What follows belongs to an exercise in optimizing a design on an open flow for small area; a production flow would make more cautious choices.
For this run, only the layout was checked, not whether the RTL still works.
Power and IR drop assume default switching activity.

--- design/flow/config.mk ---
export PLATFORM = sky130hd
export DESIGN_NAME = top
export DESIGN_NICKNAME = top
export VERILOG_FILES = /design/flow/design.v
export SDC_FILE = /design/flow/constraint.sdc
export NUM_CORES = 4
export LEC_CHECK = 0
export CAP_MARGIN = 20
export CORE_MARGIN = 2
export CORE_UTILIZATION = 30
export PLACE_DENSITY = 0.5
export SLEW_MARGIN = 20
--- design/flow/constraint.sdc ---
create_clock -name core_clock -period 20.0 [get_ports {clk}]
set_input_delay 4.0000 -clock core_clock [delete_from_list [all_inputs] [get_ports {clk}]]
set_output_delay 4.0000 -clock core_clock [all_outputs]
set_load 0.01 [all_outputs]
--- design/flow/design.v ---
module DisplayNum (num, hex); 
input [3:0] num;
output [7:0] hex;
reg [7:0] hex;
	always @(num) begin
		case (num)
		0 : hex = 8'b11000000;
		1 : hex = 8'b11111001;
		2 : hex = 8'b10100100;
		3 : hex = 8'b10110000;
		4 : hex = 8'b10011001;
		5 : hex = 8'b10010010;
		6 : hex = 8'b10000010;
		7 : hex = 8'b11111000;
		8 : hex = 8'b10000000;
		9 : hex = 8'b10010000;
		default : hex = 8'b1111111;
		endcase
	end
endmodule
module lfsr(
    input clk,             
    input reset,           
    output reg [2:0] rnd   
);
    reg [15:0] lfsr;
    wire feedback;
    assign feedback = lfsr[15] ^ lfsr[13] ^ lfsr[12] ^ lfsr[10];
    always @(posedge clk or posedge reset) begin
        if (reset) begin
            lfsr <= 16'hACE1;  
        end else begin
            lfsr <= {lfsr[14:0], feedback};
            rnd <= lfsr[15:13] % 7;
        end
    end
endmodule
module pattern_generator (
    input clk,
    input ce,                      
    input rst,
    input [9:0]   counter_x,       
    input [9:0]   counter_y,       
    input [239:0] data,            
    output [3:0]  r_red,           
    output [3:0]  r_green,         
    output [3:0]  r_blue           
);
    parameter COL_START = 340;
    parameter COL_END = COL_START + 12*BLOCK_SIZE + 11*GAP;
    parameter ROW_START = 67;
    parameter ROW_END = ROW_START + 20*BLOCK_SIZE + 19*GAP;
    parameter BLOCK_SIZE = 17;
    parameter GAP = 4;
    reg [4:0] game_area_row;
    reg valid_line;
    integer i;
     always @ (posedge clk) begin
	 if (rst) begin
		  valid_line <= 0;
		  game_area_row <= 0;
	 end else if (ce) begin
		  valid_line <= 0;  
		  for (i = 0; i < 20; i = i + 1) begin
				if ((counter_y >= ROW_START + i * (BLOCK_SIZE + GAP)) &&
					 (counter_y <= ROW_START + i * (BLOCK_SIZE + GAP) + BLOCK_SIZE)) begin
					 game_area_row <= i;  
					 valid_line <= 1;  
				end
		  end
	 end
     end
    reg [11:0] game_area_mx;
	 always @(*) begin
        case (game_area_row)
            0: game_area_mx = valid_line ? data[11:0]    : 12'h000;
            1: game_area_mx = valid_line ? data[23:12]   : 12'h000;
            2: game_area_mx = valid_line ? data[35:24]   : 12'h000;
            3: game_area_mx = valid_line ? data[47:36]   : 12'h000;
            4: game_area_mx = valid_line ? data[59:48]   : 12'h000;
            5: game_area_mx = valid_line ? data[71:60]   : 12'h000;
            6: game_area_mx = valid_line ? data[83:72]   : 12'h000;
            7: game_area_mx = valid_line ? data[95:84]   : 12'h000;
            8: game_area_mx = valid_line ? data[107:96]  : 12'h000;
            9: game_area_mx = valid_line ? data[119:108] : 12'h000;
            10: game_area_mx = valid_line  ? data[131:120] : 12'h000;
            11: game_area_mx = valid_line  ? data[143:132] : 12'h000;
            12: game_area_mx = valid_line  ? data[155:144] : 12'h000;
            13: game_area_mx = valid_line  ? data[167:156] : 12'h000;
            14: game_area_mx = valid_line  ? data[179:168] : 12'h000;
            15: game_area_mx = valid_line  ? data[191:180] : 12'h000;
            16: game_area_mx = valid_line  ? data[203:192] : 12'h000;
            17: game_area_mx = valid_line  ? data[215:204] : 12'h000;
            18: game_area_mx = valid_line  ? data[227:216] : 12'h000;
            19: game_area_mx = valid_line  ? data[239:228] : 12'h000;
            default: game_area_mx = 12'b0;
        endcase
    end
	reg block;  
	reg frame;  
	always @ (posedge clk) if (ce) begin
	  block = 0;   
	  frame = 0;   
	  for (i = 0; i < 12; i = i + 1) begin
			if ((game_area_mx[i] == 1) &&
				 (counter_x >= COL_START + i * (BLOCK_SIZE + GAP)) &&
				 (counter_x <= COL_START + i * (BLOCK_SIZE + GAP) + BLOCK_SIZE)) begin
				 block = 1;  
			end
	  end
	  if ((counter_y == ROW_START - GAP || counter_y == ROW_END + GAP) &&
			(counter_x >= COL_START - GAP && counter_x <= COL_END + GAP)) begin
			frame = 1;  
	  end else if ((counter_x == COL_START - GAP || counter_x == COL_END + GAP) &&
				   (counter_y >= ROW_START - GAP && counter_y <= ROW_END + GAP)) begin
			frame = 1;  
	  end
	end
	assign r_red   = (block || frame) && ~rst ? 4'hF : 4'h0;
	assign r_blue  = (block || frame) && ~rst ? 4'hF : 4'h0;
	assign r_green = (block || frame) && ~rst ? 4'hF : 4'h0;
endmodule
module vga(
   input clock50MHz,
   input rst,
   input [239:0] data, 
   output [3:0] red,
   output [3:0] blue,
   output [3:0] green,
   output hsync,
   output vsync
);
	reg [9:0] counter_x;   
	reg [9:0] counter_y;   
	wire [3:0] r_red;
	wire [3:0] r_blue;
	wire [3:0] r_green;
	wire reset = 1'b0;   
	reg pix_en;
	always @(posedge clock50MHz)
		begin
			if (rst)
				pix_en <= 1'b0;
			else
				pix_en <= ~pix_en;
		end
	always @(posedge clock50MHz)   
		begin 
			if (rst)
				counter_x <= 0;
			else if (!pix_en)
				counter_x <= counter_x;
			else if (counter_x < 799)
				counter_x <= counter_x + 1;   
			else
				counter_x <= 0;              
		end   
	always @ (posedge clock50MHz)   
		begin 
			if (rst)
				counter_y <= 0;
			else if (pix_en && counter_x == 799)   
				begin
					if (counter_y < 525)   
						counter_y <= counter_y + 1;
					else
						counter_y <= 0;              
				end 
		end
	assign hsync = (counter_x >= 0 && counter_x < 96) ? 1:0;   
	assign vsync = (counter_y >= 0 && counter_y < 2) ? 1:0;    
	pattern_generator pattern_gen(
		.clk(clock50MHz),
		.ce(pix_en),
		.rst(reset),
		.counter_x(counter_x),
		.counter_y(counter_y),
		.data(data),
		.r_red(r_red),
		.r_green(r_green),
		.r_blue(r_blue)
	);			
	assign red = (counter_x > 144 && counter_x <= 787 && counter_y > 35 && counter_y <= 514) ? r_red : 4'h0;
	assign blue = (counter_x > 144 && counter_x <= 787 && counter_y > 35 && counter_y <= 514) ? r_blue : 4'h0;
	assign green = (counter_x > 144 && counter_x <= 787 && counter_y > 35 && counter_y <= 514) ? r_green : 4'h0;
endmodule
module game_state_machine (
    input clk,
    input rst,
    input start_game,  
    input drop,  
    input rotate,  
    input left,  
    input right,  
    input [2:0] chooseBlock,
    output reg [239:0] game_space_vga,
    output reg [7:0] gamepoints
);
	parameter INIT         = 4'b0000;
	parameter SPAWN_BLOCK  = 4'b0001;
	parameter MOVE_BLOCK   = 4'b0010;
	parameter MOVE_LEFT    = 4'b0011;
	parameter MOVE_RIGHT   = 4'b0100;
	parameter MOVE_DOWN    = 4'b0101;
	parameter EVALUATE     = 4'b0110;
	parameter PREROTATE    = 4'b0111;
	parameter ROTATE_BLOCK = 4'b1000;
	parameter END_GAME     = 4'b1001;
	parameter FALL_SLOW    = 1999;
	parameter FALL_FAST    = 199;
	reg [11:0] game_space[19:0];           
	reg [11:0] game_space_newblock[3:0];   
	reg [11:0] game_space_previous[3:0];   
	reg [3:0] gamestate;          
	reg [4:0] current_top;    
	reg [3:0] current_left;   
	reg [2:0] block_row;
	reg [4:0] game_row;
	wire gameborder_left;
	wire gameborder_right;
	assign gameborder_left  = |(game_space_newblock[0][11] | game_space_newblock[1][11] | game_space_newblock[2][11] | game_space_newblock[3][11]);
	assign gameborder_right = |(game_space_newblock[0][0]  | game_space_newblock[1][0]  | game_space_newblock[2][0]  | game_space_newblock[3][0]);
	reg collision;
	reg collision_begin_check;
	reg collision_complete;
	wire fall;
	reg quick_fall;
	reg [10:0] cntr;
	reg [7:0] rotate_cntr;
	integer i;
	integer row;
	reg left_d;
	reg right_d;
	reg drop_d;
	reg start_game_d;
	reg rotate_d;
	always @ (posedge clk) begin
		left_d <= left;
		right_d <= right;
		drop_d <= drop;
		start_game_d <= start_game;
		rotate_d <= rotate;
	end
	always @ (posedge clk) begin
		if(rst) begin
			cntr <= 0;   
		end else begin
			if(~quick_fall && (cntr >= FALL_SLOW))
				cntr <= 0;   
			else if(quick_fall && (cntr >= FALL_FAST))
				cntr <= 0;   
			else
				cntr <= cntr + 1;   
		end
	end
	assign fall = quick_fall?(cntr == FALL_FAST):(cntr == FALL_SLOW);
	always @ (posedge clk) begin
		if (rst) begin
			gamestate <= INIT;
			collision_begin_check <= 0;
			gamepoints <= 0;
			quick_fall <= 0;
		end else if(collision_begin_check) begin
			block_row <= block_row +1;
			game_row <= game_row +1;
			if(~collision && (block_row <4) && (game_row <20)) begin
				 if(game_space[game_row] & game_space_newblock[block_row]) begin
					  collision <= 1;
				 end
			end else if((game_row == 20) && (block_row <4) && (game_space_newblock[block_row]!=0))
				 collision <= 1;
			else begin
				 collision_complete <= 1;
				 collision_begin_check <= 0;
			end
		end else begin
			case (gamestate)
				 INIT: begin
					  if (start_game_d && ~start_game || ~start_game_d && start_game) begin
							gamestate <= SPAWN_BLOCK;   
							collision_complete <= 0;
							gamepoints <= 0;
							for (i = 0; i < 20; i = i + 1) begin
								 game_space[i] <= 0;   
							end
					  end
				 end
				 SPAWN_BLOCK: begin
					  if(~collision_complete) begin
							case (chooseBlock)
								3'b000: begin  
									 game_space_newblock[0] <= 12'b000011000000;
									 game_space_newblock[1] <= 12'b000011000000;
									 game_space_newblock[2] <= 12'b000000000000;
									 game_space_newblock[3] <= 12'b000000000000;
								end
								3'b001: begin  
									 game_space_newblock[0] <= 12'b000011110000;
									 game_space_newblock[1] <= 12'b000000000000;
									 game_space_newblock[2] <= 12'b000000000000;
									 game_space_newblock[3] <= 12'b000000000000;
								end
								3'b010: begin  
									 game_space_newblock[0] <= 12'b000001000000;
									 game_space_newblock[1] <= 12'b000011100000;
									 game_space_newblock[2] <= 12'b000000000000;
									 game_space_newblock[3] <= 12'b000000000000;
								end
								3'b011: begin  
									 game_space_newblock[0] <= 12'b000011100000;
									 game_space_newblock[1] <= 12'b000000100000;
									 game_space_newblock[2] <= 12'b000000000000;
									 game_space_newblock[3] <= 12'b000000000000;
								end
								3'b100: begin  
									 game_space_newblock[0] <= 12'b000011100000;
									 game_space_newblock[1] <= 12'b000010000000;
									 game_space_newblock[2] <= 12'b000000000000;
									 game_space_newblock[3] <= 12'b000000000000;
								end
								3'b101: begin  
									 game_space_newblock[0] <= 12'b000011000000;
									 game_space_newblock[1] <= 12'b000001100000;
									 game_space_newblock[2] <= 12'b000000000000;
									 game_space_newblock[3] <= 12'b000000000000;
								end
								3'b110: begin  
									 game_space_newblock[0] <= 12'b000001100000;
									 game_space_newblock[1] <= 12'b000011000000;
									 game_space_newblock[2] <= 12'b000000000000;
									 game_space_newblock[3] <= 12'b000000000000;
								end
							endcase
							current_top <= 0;   
							current_left <= 4;  
							collision_begin_check <= 1;
							collision <= 0;
							quick_fall <= 0;
							block_row <= 0;
							game_row <= 0;
					  end else if (collision) begin
							gamestate <= END_GAME;
					  end else if (collision_complete) begin
							gamestate <= MOVE_BLOCK;
					  end
				 end
				 MOVE_BLOCK: begin
					  collision_complete <= 0;
					  if(fall) begin
							gamestate <= MOVE_DOWN;
					  end else if ((left_d && ~left) && ~gameborder_left) begin
							gamestate <= MOVE_LEFT;
					  end else if ((right_d && ~right) && ~gameborder_right) begin
							gamestate <= MOVE_RIGHT;
					  end else if(drop_d && ~drop || ~drop_d && drop) begin
							quick_fall <= 1;
					  end else if (rotate_d && ~rotate || ~rotate_d && rotate) begin
							gamestate <= PREROTATE;
							rotate_cntr <= 0;
							for(i=0;i<4;i=i+1) begin
								 game_space_previous[i] <= game_space_newblock[i];
							end
					  end
				 end
				 MOVE_LEFT: begin
					  if (~collision_complete) begin
							collision <= 0;
							collision_begin_check <= 1;
							block_row <= 0;
							game_row <= current_top;
							for(i=0;i<4;i=i+1) begin
								 game_space_newblock[i] <= {game_space_newblock[i][10:0],1'b0};
							end
					  end else begin
							if(collision) begin
								 for(i=0;i<4;i=i+1) begin
									  game_space_newblock[i] <= {1'b0,game_space_newblock[i][11:1]};
								 end
							end else begin
								 current_left <= current_left - 1;
							end
							gamestate <= MOVE_BLOCK;   
					  end
				 end
				 MOVE_RIGHT: begin
					  if(~collision_complete) begin
							collision <= 0;
							collision_begin_check <= 1;
							block_row <= 0;
							game_row <= current_top;
							for(i=0;i<4;i=i+1) begin
								 game_space_newblock[i] <= {1'b0,game_space_newblock[i][11:1]};
							end
					  end else begin
							 if(collision) begin
								 for (i=0;i<4;i=i+1) begin
									  game_space_newblock[i] <= {game_space_newblock[i][10:0],1'b0};
								 end
							 end else begin
								 current_left <= current_left+1;
							 end
							gamestate <= MOVE_BLOCK;
					  end
				 end
				 MOVE_DOWN: begin
					  if(~collision_complete) begin
							if(current_top < 19) begin
								 collision <= 0;
								 collision_begin_check <= 1;
							end else if(current_top == 19 && game_space_newblock[0]!=0) begin
								 collision <= 1;
								 collision_complete <= 1;
							end
							block_row <= 0;
							game_row <= current_top+1;
					  end else if(collision) begin   
							for(i=0;i<20;i=i+1) begin
								 if(i>=current_top && (i-current_top) < 4) begin
									game_space[i] <= game_space[i] | game_space_newblock[i-current_top];
								 end
							end
							gamestate <= EVALUATE;
							rotate_cntr <= 0;
							game_row <= 0;
					  end else begin
							current_top <= current_top + 1;
							gamestate <= MOVE_BLOCK;
					  end
				 end
				 EVALUATE: begin
					if(game_row == 20) begin
						gamestate <= SPAWN_BLOCK;  
						collision_complete <= 0;  
					end else begin
						game_row <= game_row +1;  
						if(game_space[game_row]==12'hFFF) begin
								gamepoints <= gamepoints + 1;  
								for(i=19;i>0;i=i-1) begin
									if(i<=game_row) begin
										game_space[i] <= game_space[i-1];  
									end
								end
								game_space[0]<=12'h000;  
						end
					end
				end
				PREROTATE: begin
				  if (rotate_cntr < current_left) begin
						for (i = 0; i < 4; i = i + 1) begin
							game_space_newblock[i] <= {game_space_newblock[i][10:0], 1'b0};
							rotate_cntr <= rotate_cntr + 1;
						end
					end else begin
						game_space_newblock[0] <= {game_space_newblock[3][11], game_space_newblock[2][11], game_space_newblock[1][11], game_space_newblock[0][11], 8'h00};
						game_space_newblock[1] <= {game_space_newblock[3][10], game_space_newblock[2][10], game_space_newblock[1][10], game_space_newblock[0][10], 8'h00};
						game_space_newblock[2] <= {game_space_newblock[3][9],  game_space_newblock[2][9], game_space_newblock[1][9],  game_space_newblock[0][9],  8'h00};
						game_space_newblock[3] <= {game_space_newblock[3][8],  game_space_newblock[2][8], game_space_newblock[1][8],  game_space_newblock[0][8],  8'h00};
						rotate_cntr <= 0;
						collision_complete <= 0;
						gamestate <= ROTATE_BLOCK;
					 end
				 end
				 ROTATE_BLOCK: begin
					 if (game_space_newblock[0] == 12'h000) begin
						 for (i = 0; i < 3; i = i + 1) begin
							 game_space_newblock[i] <= game_space_newblock[i + 1];
						 end
						 game_space_newblock[3] <= 12'h000;
					 end else if (~gameborder_left && rotate_cntr == 0) begin
						 for (i = 0; i < 4; i = i + 1) begin
							game_space_newblock[i] <= {game_space_newblock[i][10:0], 1'b0};
						 end
					 end else if (rotate_cntr < current_left) begin
						 rotate_cntr <= rotate_cntr + 1;
						 if (~gameborder_right) begin
							for (i = 0; i < 4; i = i + 1) begin
							  game_space_newblock[i] <= {1'b0, game_space_newblock[i][11:1]};
							end
						 end else begin
							gamestate <= MOVE_BLOCK;
							for (i = 0; i < 4; i = i + 1) begin
							  game_space_newblock[i] <= game_space_previous[i];
							end
						  end
					  end else begin
						 if (~collision_complete) begin
							collision_begin_check <= 1;
							collision <= 0;
							block_row <= 0;
							game_row <= current_top;
						 end else if (collision) begin
							gamestate <= MOVE_BLOCK;
							for (i = 0; i < 4; i = i + 1) begin
							  game_space_newblock[i] <= game_space_previous[i];
							end
						 end else begin
							gamestate <= MOVE_BLOCK;
						 end
					  end
				 end
				END_GAME: begin
				  if(start_game_d && ~start_game || ~start_game_d && start_game) begin
					 gamestate <= INIT;
				  end
				end
			endcase  
		end  
	end  
	always @ (posedge clk) begin
		for (row = 0; row < 20; row = row + 1) begin
			if (row >= current_top && row < current_top + 4) begin
				game_space_vga[(row * 12) +: 12] <= game_space[row] | game_space_newblock[row - current_top];
			end else begin
				game_space_vga[(row * 12) +: 12] <= game_space[row];
			end
		end
	end
endmodule
module top(
    input clk,                  
    input rst,                  
    input start_game,           
    input drop,                 
    input rotate,               
    input left,                 
    input right,                
    output [3:0] red,           
    output [3:0] blue,
    output [3:0] green,
    output hsync,               
    output vsync,               
    output [7:0] disp0,         
    output [7:0] disp1          
);
	reg [3:0] ones;
	reg [3:0] tens;
	wire [2:0] chooseBlock;
	wire [239:0] game_space_vga;
	wire [7:0] gamepoints;
	game_state_machine game_state_machine_inst (
		.clk(clk),
		.rst(rst),
		.start_game(start_game),
		.drop(drop),
		.rotate(rotate),
		.left(left),
		.right(right),
		.chooseBlock(chooseBlock),
		.game_space_vga(game_space_vga),
		.gamepoints(gamepoints)
	);
	vga vga_inst (
		.clock50MHz(clk),
		.rst(rst),
		.data(game_space_vga),
		.red(red),
		.blue(blue),
		.green(green),
		.hsync(hsync),
		.vsync(vsync)
	);
	always @ (posedge clk) begin
		ones <= gamepoints % 10;
		tens <= gamepoints / 10;
	end
	DisplayNum disp_ones (ones, disp0);
	DisplayNum disp_tens (tens, disp1);
	lfsr random_block_generator (
		.clk(clk),
		.reset(rst),
		.rnd(chooseBlock)
	);
endmodule
--- design/flow/run.sh ---
#!/bin/bash
# synth_recipe.tcl (not shown) runs the flow's synth.tcl, then flattens the netlist and writes it again
# the make line also repeats each setting of config.mk as NAME=value (left out here)
make -C /OpenROAD-flow-scripts/flow DESIGN_CONFIG=/design/flow/config.mk WORK_HOME=/design/flow/orfs CLKGATE_MAP_FILE= SYNTH_SCRIPT=/design/flow/synth_recipe.tcl finish
==> summary.txt <==
-- layer usage --
metal	vias up	share of wire (%)	track usage [%]	wire length [um]
li1	14820	-	-	-
met1	16860	41	35.13	69490
met2	2173	43	39.04	73660
met3	400	11	6.046	18470
met4	2	5.2	12.56	8942
met5	-	0.0076	0	13
-- Yosys cell counts, types with 9 or more instances --
library cell,n
a211o_1,9
a211oi_1,31
a21o_1,198
a21oi_1,180
a221o_1,12
a221oi_1,69
a222oi_1,87
a22o_1,64
a22oi_1,112
a31oi_1,22
and2_1,19
and3_1,22
buf_1,37
buf_2,23
buf_4,12
clkbuf_1,250
dfxtp_1,307
edfxtp_1,374
ha_1,62
inv_1,77
mux2i_1,95
nand2_1,508
nand2b_1,36
nand3_1,72
nand4_1,42
nor2_1,380
nor2b_1,54
nor3_1,52
nor4_1,18
o211ai_1,37
o21ai_0,360
o21bai_1,89
o221ai_1,12
o22ai_1,18
or3_1,12
or4_1,9
xnor2_1,36
xor2_1,24
-- flip-flops by register name, summed over array words and instances (netlist names), 10 cells and up --
signal and count:
game_state_machine_inst.game_space_vga 240, vga_inst.counter_y 10, game_state_machine_inst.game_space_previous 48, random_block_generator.lfsr 16
game_state_machine_inst.game_space 240, vga_inst.counter_x 10, game_state_machine_inst.cntr 11, game_state_machine_inst.game_space_newblock 48
-- cells by family (layout without fill, tap and decap cells) --
group           Yosys count  after routing  share of synthesized area [%]
compound gates         1414           1414                          26.38
simple gates           1271           1271                          15.23
flops                   697            697                          47.77
buf+inv                 409            387                          4.361
mux                     100            100                          2.705
fa+ha+maj                63             63                          2.137
xor+xnor                 60             60                          1.411
other cells               0              5                              0
-- how the worst max path moves through the flow --
| stage | cells after the start | slack (ns) | start | end |
|---|---|---|---|---|
| final | 6 | 12.46 | vga_inst.counter_y[2] | red[0] |
| after global routing | 6 | 12.12 | vga_inst.counter_y[2] | blue[2] |
| after CTS | 6 | 12.34 | vga_inst.counter_y[2] | red[0] |
| after detailed placement | 9 | 12.56 | rst | game_state_machine_inst.game_space[10][5] |
| after global placement | 9 | 12.32 | rst | game_state_machine_inst.game_space[13][6] |
| after floorplan | 4 | 10.04 | rst | game_state_machine_inst.game_space_previous[0][0] |
-- power by group through the flow --
stage	logic [uW]	registers (uW)	clock network [uW]
global route	1450	2350	1620
global placement	1340	2340	0
finish	1400	2330	1550
CTS	1350	2310	1570
detailed placement	1340	2340	0
floorplan	816	2090	0
-- per-stage QoR --
step                total power, uW  utilization, %  hold slack [ns]  cells  area (um^2)
floorplan                      2910               -           0.3312   4014        37240
finish                         5280           34.36           0.3502   5634        42420
global placement               3677           32.02           0.3343   5472        39540
CTS                            5224           34.30           0.3492   5626        42350
global route                   5413           34.35           0.3615   5629        42410
detailed placement             3680           32.05           0.3347   5473        39570
-- cell type report --
type                            instances  area (um^2)
Fill cell                           12620        81050
Antenna cell                            5        12.51
Clock buffer                          118         2486
Clock inverter                         35        292.8
Timing Repair Buffer                  149         1236
Sequential cell                       697        17790
Tap cell                             1637         2048
Multi-Input combinational cell       2908        18240
Inverter                               85        319.1
==> impl_results.md <==
- Status: complete, no violations
- Post-synthesis sequential area ratio: 47.77%
- Worst R2R Start: game_state_machine_inst.game_row[2]
- Leakage: about 0.016 uW
- Syn Std Cell Area: about 37000 um^2
- Layout Nets: around 4000
- Worst Min Path Start: random_block_generator.lfsr[3]
- Pins Over Slew Limit: 0
- Die height: between 300 and 400 um
- Max_cap viols: 0
- Grt ovf: 0
- Syn Area/Cell: around 9.3 um^2
- Drt drc: 0
- Final Critical Period: between 7 and 8 ns
- GPL Wtd Cong: 0.9946
- Top Family by Delay on Critical Path: compound AO/OA/AOI/OAI gates
- Seq pwr share: roughly 44%
- Max frequency: approximately 130 MHz
- Top-area cell type share of the netlist area: 30.16%
- Hold bufs inserted after CTS: 0
- RR Endpoint: game_state_machine_inst.game_space[7][9]
- H-tree Lvls: 3
- Post-Syn Instances: ~4000
- RSZ-0062 raised after global routing: false
- Antenna-violating nets left: 0
- Resize count post-CTS: 0
- Critical-path top delay cell: clkdlybuf4s50_1
- Clk latency of the worst-skew pair: just under 0.7 ns
- Synth warn: 9
- Port bufs: 36
- DR WL/cell: roughly 30 um
- Crit Path Max Fanout: 22
- Most common cell after layout, fill and taps aside: nand2_1
- Total I/O pin count: 37
- Async set-or-reset flop fraction in the synthesized netlist: 2.296%
- Synth area leader: edfxtp_1
- Core box area: 123500 um^2
- Worst R2R Path Depth: 12
- Clock share of power: just under 30%
- Initial DRC count: between 5000 and 6000
- CP Launch Type: flip-flop
- Fraction of layout cells with a size suffix above 1: 8.818%
- Overall global routing resource usage: 26.00%
- Worst slew margin: between 10 and 15%
- CP arrival: 3.54 ns
- Commonest non-fill, non-tap cells in the layout: nand2_1, edfxtp_1, nor2_1, o21ai_0, dfxtp_1
- Pre-CTS setup slack: 12.56 ns
- Register bit total from synthesis: 697
- DRT Pass-1 Iters: 17
- Post-CTS setup buffers: 0
- Switch share: between 30% and 40%
- Clock root cell: clkbuf_16
- Die W: 356.3 um
- CTS tree: done
- Worst path bufs/invs: 1
- Clock sinks: between 600 and 700
- Final period util: a little under two fifths
- Cell-internal power: between 3000 and 4000 uW
- Vias per std cell: approximately 6.1
- Hold worst-path end: random_block_generator.lfsr[4]
- Clock transition at path regs: 0.06 ns
- Vias in the first global route: approximately 31000
- Final Skew: approximately 0.037 ns
- Ys flop type: edfxtp_1
- Die ar.: between 100000 and 150000 um^2
- Post-synth cell types: 93
- First-pass GRT wire length: 239200 um
- Hold Crit Class: reg -> reg
- FF-to-FF setup slack: 13.80 ns
- Largest stage delay on the critical path: 0.68 ns
- EDFF count, synth: about 370
- Syn Nets: slightly above 4000
- Detailed Place HPWL: between 100000 and 150000 um
- Crit path cell chain: nor2_1 > o2111ai_1 > a211oi_1 > o21ai_0 > a21oi_1 > clkdlybuf4s50_1
- Final WS setup: about 12 ns
- Synth top area cells: edfxtp_1, dfxtp_1, nand2_1, o21ai_0, a21o_1
- Initial antenna violation count: 8
- CP Class: reg -> out
- Worst VDD drop: approximately 0.061 mV
- Num CTS Buffers: between 80 and 90
- Hold Fails Final Rpt: 0
- Vias: 34250
- Hold Crit Depth: 0
- # rows: 129
- Worst Tran Pin Value: roughly 1.3 ns
- Area Overhead vs Synth: 13.93%
- Net Sw Power: between 2000 and 2500 uW
- Routed wire length: around 170000 um
- Worst Path Required: roughly 16 ns
- Crit end category: primary output
- Pwr per Cell Area: between 100 and 150 nW/um^2
- Setup TNS: 0 ns
- Initial Util: between 30% and 40%
- Comb pwr share: 26.5%
- Largest net degree at the start of global routing: between 80 and 90
- Finish-stage setup viols: 0
- Max Root-Sink Buffers: 3

## what the ideal ports hide
How much do the figures lean on ideal ports? The routed layout below was timed once more, with nothing changed but the port constraints. Step 1 sets driving cells, clkbuf_16 on the clock port and buf_2 on the other inputs (assumed; they add their load-dependent delay and slew). Step 2 also shifts input and output timing later by t, the mid clock arrival at the registers, as if the neighbouring blocks saw the same clock. Three values: no drivers, after step 1, after step 2; two values: the first two.
shift t [ns]: 0.750
slack for setup (ns): 12.455 / 12.379 / 12.552
hold slack, ns: 0.350 / 0.350 / 0.350
pins driven straight from the clock port: 1
After both steps setup and hold are still met in this run. The setup slack of this run moves by -0.076 ns with the drivers and by +0.097 ns with both steps.
